Background: an optimization exercise with open tools, aiming at small area, a short achievable clock period and few clock cycles. Do not read the settings as production practice. Only simulation tests tie the RTL to the original design; equivalence was not proved. Power figures rest on the tool's default switching activity, not on a simulated workload.

--- flow/design.v ---
`timescale 1ns / 1ps
module matrix_alu (
    input wire clk,
    input wire rst_n,
    input wire        start,
    input wire [2:0]  opcode,      
    input wire [15:0] scalar_val,  
    input wire [1:0]  slot_a_idx,  
    input wire [1:0]  slot_b_idx,  
    output reg        done,        
    output reg        error,       
    output reg [1:0]  mem_rd_slot, 
    output reg [2:0]  mem_rd_row,
    output reg [2:0]  mem_rd_col,
    input  wire [15:0] mem_rd_data, 
    input wire [2:0]  mem_current_m, 
    input wire [2:0]  mem_current_n,
    output wire [1:0]  mem_wr_slot, 
    output reg [2:0]  mem_wr_row,
    output reg [2:0]  mem_wr_col,
    output reg [15:0] mem_wr_data,
    output reg        mem_wr_we,
    output reg [2:0]  mem_res_m,   
    output reg [2:0]  mem_res_n,
    output reg        mem_dim_we   
);
    localparam OP_ADD = 3'b000;
    localparam OP_SUB = 3'b001;
    localparam OP_MUL = 3'b010;
    localparam OP_SCA = 3'b011;
    localparam OP_TRA = 3'b100;
    localparam SLOT_C = 2'd2;
    localparam S_IDLE        = 0;
    localparam S_GET_DIM_A   = 1;
    localparam S_GET_DIM_B   = 2;
    localparam S_CHECK       = 3;
    localparam S_INIT_CALC   = 4;
    localparam S_READ_OP1    = 5; 
    localparam S_READ_OP2    = 6; 
    localparam S_MAT_MUL_ACC = 7; 
    localparam S_WRITE       = 8; 
    localparam S_DONE        = 9;
    localparam S_ERROR       = 10;
    reg [3:0] state;
    reg [2:0] dim_ma, dim_na, dim_mb, dim_nb;
    reg [2:0] i, j, k;
    reg signed [15:0] reg_op_a;
    reg signed [15:0] reg_op_b;
    reg signed [31:0] accumulator; 
    assign mem_wr_slot = SLOT_C;
    always @(posedge clk or negedge rst_n) begin
        if (!rst_n) begin
            state <= S_IDLE;
            done <= 0; error <= 0;
            mem_wr_we <= 0; mem_dim_we <= 0;
            i <= 0; j <= 0; k <= 0;
            mem_res_m <= 0; mem_res_n <= 0;
            dim_ma <=0; dim_na<=0; dim_mb<=0; dim_nb<=0;
            reg_op_a <= 0; reg_op_b <= 0; accumulator <= 0;
        end else begin
            mem_wr_we <= 0;
            mem_dim_we <= 0;
            done <= 0;
            if (start) error <= 0;
            case (state)
                S_IDLE: if (start) state <= S_GET_DIM_A;
                S_GET_DIM_A: begin
                    dim_ma <= mem_current_m; 
                    dim_na <= mem_current_n;
                    state <= S_GET_DIM_B;
                end
                S_GET_DIM_B: begin
                    dim_mb <= mem_current_m;
                    dim_nb <= mem_current_n;
                    state <= S_CHECK; 
                end
                S_CHECK: begin
                    case (opcode)
                        OP_ADD, OP_SUB: begin
                            if (dim_ma == dim_mb && dim_na == dim_nb) begin
                                mem_res_m <= dim_ma; mem_res_n <= dim_na;
                                state <= S_INIT_CALC;
                            end else state <= S_ERROR;
                        end
                        OP_MUL: begin
                            if (dim_na == dim_mb) begin  
                                mem_res_m <= dim_ma; mem_res_n <= dim_nb;
                                state <= S_INIT_CALC;
                            end else state <= S_ERROR;
                        end
                        OP_TRA: begin
                            mem_res_m <= dim_na; mem_res_n <= dim_ma; 
                            state <= S_INIT_CALC;
                        end
                        OP_SCA: begin
                            mem_res_m <= dim_ma; mem_res_n <= dim_na;
                            state <= S_INIT_CALC;
                        end
                        default: state <= S_ERROR;
                    endcase
                end
                S_INIT_CALC: begin
                    mem_dim_we <= 1;  
                    i <= 0; j <= 0; k <= 0;
                    accumulator <= 0;
                    state <= S_READ_OP1;
                end
                S_READ_OP1: begin
                    reg_op_a <= mem_rd_data;  
                    if (opcode == OP_TRA || opcode == OP_SCA) begin
                        state <= S_WRITE; 
                    end else if (opcode == OP_MUL) begin
                        state <= S_MAT_MUL_ACC; 
                    end else begin
                        state <= S_READ_OP2; 
                    end
                end
                S_READ_OP2: begin
                    reg_op_b <= mem_rd_data;  
                    state <= S_WRITE;
                end
                S_MAT_MUL_ACC: begin
                    accumulator <= accumulator + $signed(reg_op_a) * $signed(mem_rd_data);
                    if (k == dim_na - 1) begin
                        state <= S_WRITE;
                    end else begin
                        k <= k + 1;
                        state <= S_READ_OP1;  
                    end
                end
                S_WRITE: begin
                    mem_wr_we <= 1;
                    mem_wr_row <= i;
                    mem_wr_col <= j;
                    case (opcode)
                        OP_ADD: mem_wr_data <= $signed(reg_op_a) + $signed(reg_op_b);
                        OP_SUB: mem_wr_data <= $signed(reg_op_a) - $signed(reg_op_b);
                        OP_SCA: mem_wr_data <= $signed(reg_op_a) * $signed(scalar_val);
                        OP_TRA: mem_wr_data <= reg_op_a;
                        OP_MUL: mem_wr_data <= accumulator[15:0];
                    endcase
                    if (j == mem_res_n - 1) begin
                        j <= 0;
                        if (i == mem_res_m - 1) begin
                            state <= S_DONE;
                        end else begin
                            i <= i + 1;
                            k <= 0; accumulator <= 0;
                            state <= S_READ_OP1;
                        end
                    end else begin
                        j <= j + 1;
                        k <= 0; accumulator <= 0;
                        state <= S_READ_OP1;
                    end
                end
                S_DONE: begin
                    done <= 1;
                    if (!start) state <= S_IDLE;
                end
                S_ERROR: begin
                    error <= 1;
                    if (!start) state <= S_IDLE;
                end
            endcase
        end
    end
    always @(*) begin
        mem_rd_slot = slot_a_idx;
        mem_rd_row = 0;
        mem_rd_col = 0;
        case (state)
            S_IDLE:      mem_rd_slot = slot_a_idx;
            S_GET_DIM_A: mem_rd_slot = slot_a_idx;  
            S_GET_DIM_B: mem_rd_slot = slot_b_idx;  
            S_READ_OP1: begin
                mem_rd_slot = slot_a_idx;
                if (opcode == OP_TRA) begin
                    mem_rd_row = j;  
                    mem_rd_col = i;
                end else if (opcode == OP_MUL) begin
                    mem_rd_row = i;  
                    mem_rd_col = k;
                end else begin
                    mem_rd_row = i;  
                    mem_rd_col = j;
                end
            end
            S_READ_OP2: begin
                mem_rd_slot = slot_b_idx;
                mem_rd_row = i; 
                mem_rd_col = j;
            end
            S_MAT_MUL_ACC: begin
                mem_rd_slot = slot_b_idx;
                mem_rd_row = k;  
                mem_rd_col = j;
            end
        endcase
    end
endmodule
--- flow/run.sh ---
#!/bin/bash
# synth_recipe.tcl (not shown) runs the flow's synth.tcl, then flattens the netlist and writes it again
# the make line also repeats each setting of config.mk as NAME=value (left out here)
make -C /OpenROAD-flow-scripts/flow DESIGN_CONFIG=/design/flow/config.mk WORK_HOME=/design/flow/orfs CLKGATE_MAP_FILE= SYNTH_SCRIPT=/design/flow/synth_recipe.tcl finish
--- flow/config.mk ---
export PLATFORM = sky130hd
export DESIGN_NAME = matrix_alu
export DESIGN_NICKNAME = matrix_alu
export VERILOG_FILES = /design/flow/design.v
export SDC_FILE = /design/flow/constraint.sdc
export NUM_CORES = 4
export LEC_CHECK = 0
export CAP_MARGIN = 20
export CORE_MARGIN = 2
export CORE_UTILIZATION = 40
export SLEW_MARGIN = 20
--- flow/constraint.sdc ---
create_clock -name core_clock -period 8.0 [get_ports {clk}]
set_input_delay 1.6000 -clock core_clock [delete_from_list [all_inputs] [get_ports {clk}]]
set_output_delay 1.6000 -clock core_clock [all_outputs]
set_load 0.01 [all_outputs]
==> summary.txt <==
-- worst paths after layout --
kind | end | slack (ns) | depth (start not counted)
setup / recovery | accumulator[15]$_DFFE_PN0P_ | 0.76 | 19
hold / removal | reg_op_a[4]$_DFFE_PN0P_ | 0.52 | 1
setup reg to reg | mem_wr_data[13]$_DFFE_PP_ | 1.83 | 19
hold reg to reg | reg_op_a[4]$_DFFE_PN0P_ | 0.52 | 1
max in group asynchronous | accumulator[11]$_DFFE_PN0P_ | 5.97 | 2
min in group asynchronous | i[2]$_DFFE_PN0P_ | 1.07 | 1
-- where the power goes --
| group | total, mW | internal, mW | switching [mW] |
|---|---|---|---|
| Clock | 0.486 | 0.252 | 0.234 |
| Sequential | 0.547 | 0.546 | 0.000940 |
| Combinational | 0.209 | 0.0846 | 0.125 |
| Total | 1.24 | 0.883 | 0.360 |
-- cells in the final DEF, fill, tap and decap left out, types with 14 or more instances in the layout --
| cell type | n |
|---|---|
| a21o_1 | 14 |
| nand2_1 | 183 |
| a21oi_1 | 43 |
| nor2_1 | 42 |
| edfxtp_1 | 22 |
| clkdlybuf4s50_1 | 86 |
| o21ai_0 | 51 |
| xor2_1 | 31 |
| mux2_2 | 41 |
| dfrtp_1 | 83 |
| xnor2_1 | 84 |
| fa_1 | 173 |
| buf_4 | 25 |
| inv_1 | 327 |
| nor3_1 | 19 |
| ha_1 | 149 |
| and2_1 | 137 |
-- layout make-up --
type / count / area [um2] / share of cell area [%]
Clock inverter: 6 / 85.1 / 0.513
Multi-Input combinational cell: 1154 / 10700 / 64.3
Sequential cell: 105 / 2740 / 16.5
Timing Repair Buffer: 113 / 1060 / 6.41
Inverter: 328 / 1230 / 7.42
Clock buffer: 10 / 229 / 1.38
Tap cell: 468 / 586 / 3.53
-- state kept, by name, indices dropped and copies added, names as in the netlist, 3 cells and up --
name and flops:
mem_wr_data 16, accumulator 16, mem_wr_col 3, dim_na 3
state 4, mem_wr_row 3, i 3, j 3
reg_op_b 16, mem_res_n 3, dim_nb 3, mem_res_m 3
reg_op_a 16, dim_ma 3, dim_mb 3, k 3
-- through the flow --
step	utilization, %	setup slack (ns)	hold WS, ns	total power, mW	area (um2)
after floorplan	-	1.37	0.469	0.680	14900
after global placement	44.3	0.440	0.490	0.765	16300
after detailed placement	44.3	0.361	0.505	0.767	16300
after CTS	45.2	0.739	0.523	1.25	16600
after global routing	45.2	0.431	0.545	1.30	16600
final	45.2	0.755	0.519	1.24	16600
-- logic make-up (layout without fill, tap and decap cells) --
logic type | count (synthesis) | after routing | share of synthesized area [%]
AO/OA/AOI/OAI | 219 | 219 | 9.91
AND/OR/NAND/NOR | 439 | 439 | 14.6
flip-flops | 105 | 105 | 18.3
adder cells (fa/ha/maj) | 323 | 323 | 35.8
multiplexers | 52 | 52 | 3.83
buffers and inverters | 400 | 457 | 10.2
other | 2 | 2 | 0.0503
XOR/XNOR | 119 | 119 | 7.31
-- layer usage --
metal | vias up | global-route usage (%) | share of wire (%)
li1 | 5351 | - | -
met1 | 5765 | 29.5 | 44
met2 | 272 | 36.7 | 48
met3 | 56 | 2.75 | 5.2
met4 | 0 | 5.24 | 2.1
met5 | - | 0 | 0
==> run_results.csv <==
group,metric,value,unit
outcome,outcome,"timing/DRC/antenna clean",
logic_synthesis,synth-edff-count,22,
placement,portBuffers,87,
placement,place.gp.congestion,0.833,
hold_path,hp-start,"reg_op_a[4]$_DFFE_PN0P_",
finish,fin_cells,2184,
floorplanning,initial_core_util,40.7,%
setup_path,max_stage_delay,0.76,ns
timing,final-hold-violation-count,0,
setup_path,path_max_fanout,13,
grt,first_global_vias,12135,
grt,grt_pass1_wl,65700,um
setup_path,crit_path_frequent_cell,"fa_1",
setup_path,cp-start-kind,"input port",
setup_path,cp_cell_sequence,"clkdlybuf4s50_1, and2_1, fa_1, inv_1, fa_1, fa_1, fa_1, inv_1, fa_1, inv_1, fa_1, inv_1, ha_1, o2111a_1, a221o_1, a21oi_1, o21bai_1, xnor2_1, a22o_1",
timing,setup_viol,0,
routing,avgRoutedWirePerCell,18.3,um
cts,cts_buffers,9,
logic_synthesis,synth_top_area_cell,"fa_1",
routing,wirelength,40000,um
floorplanning,dieArea,38900,um2
finish,n_antenna_cell,0,
floorplanning,die_x,197,um
logic_synthesis,synthCells,1659,
logic_synthesis,synthDistinctLibCells,71,
run,drv_cap,0,
finish,final_nets,2081,
floorplanning,pin_count,90,
logic_synthesis,yosys_warnings,1,
setup_path,path_delay_family,"adder cells",
routing,drtIter0Drc,585,
setup_path,cp.required,8.25,ns
logic_synthesis,netlist_area,14900,um2
placement,place_inst,2167,
cts,cts-root-buf,"clkbuf_16",
timing,finalMaxSlewViolations,0,
logic_synthesis,synth_ff_type,"dfrtp_1",
cts,cts_tree,"done",
setup_path,crit-reg2reg-launch,"reg_op_a[5]$_DFFE_PN0P_",
floorplanning,die_y,197,um
power,power.leakage,8.04,nW
logic_synthesis,synth_top_area_share,23.2,%
setup_path,crit_start,"mem_rd_data[5]",
finish,area_growth,11.2,%
timing,slew_headroom,40.6,%
routing,drt_first_pass_iters,6,
floorplanning,rows,70,
grt,antenna_found_initial,1,
timing,fin_crit_sh,90.6,%
timing,fin_tns_setup,0,ns
cts,cts.clk_slew.worst_paths,0.08,ns
logic_synthesis,yosys-top-cells-count,"327 x inv_1, 183 x nand2_1, 173 x fa_1",
timing,min_period,7.24,ns
cts,cts_setup_buffers,0,
timing,finalClockSkew,0.0191,ns
timing,tightest_slew,0.891,ns
setup_path,critPathArrivalTime,7.50,ns
logic_synthesis,synth-async-reset-ratio,79.0,%
setup_path,path_class,"in2reg",
floorplanning,coreArea,36700,um2
hold_path,hold_path_class,"reg2reg",
grt,grt-ovfl-total,0,
logic_synthesis,synth_seq_area_share,18.3,%
grt,grt_max_degree,75,
cts,clock_latency,0.37,ns
placement,hpwl,31200,um
cts,cts_max_level,3,
finish,fill_cells,3596,
cts,postCtsHoldBufs,0,
routing,antenna_left,0,
cts,clock_path_buffers,2,
routing,avgViaCountPerCell,5.24,
timing,rsz0062_at_grt,"false",
setup_path,cp_slowest_cell,"clkdlybuf4s50_1",
cts,cts_sinks,105,
grt,grtUsageTotal,21.7,%
routing,drc,0,
finish,drive_above_1_share,5.59,%
cts,ctsResizeCount,0,
logic_synthesis,syn_nets,2029,
timing,fmax,138,MHz
power,ir_drop,0.0000926,V
setup_path,worstSetupEndpointType,"flip-flop",
routing,num_vias,11444,
setup_path,path_buf_inv,5,
logic_synthesis,syn_avg_cell_area,9.00,um2
logic_synthesis,yosys-top-cells-area,"fa_1 23%, dfrtp_1 14%, ha_1 12%, inv_1 8.2%, and2_1 5.7%",
power,p_per_area,74.9,nW/um2
logic_synthesis,yosysMostFrequentCell,"inv_1",
logic_synthesis,synth-seq-cells,105,
Testbench counts, summed over its fixed seeds: cycles 16,084.

what the ideal ports hide:
In the flow no input, the clock included, has a driving cell. The finished layout below was timed again as built, in two steps. Step 1, drivers: a clkbuf_16 drives clk and a buf_2 each remaining input, both assumed. Step 2 adds t to the input delays and takes it off the output delays; t is the mean of the earliest and latest rising clock arrival at the registers after step 1. Input paths then give back, and output paths get back, about the clock's delay inside the block. Three values: no drivers, after step 1, after step 2; two values: the first two.
shift t [ns]: 0.405
setup slack, ns: 0.755 / 0.783 / 0.378
worst register clock-pin slew, ns: 0.09 / 0.09
After both steps this run still meets setup and hold. For this run, drivers alone change the setup slack by +0.028 ns; drivers and shift together by -0.377 ns.
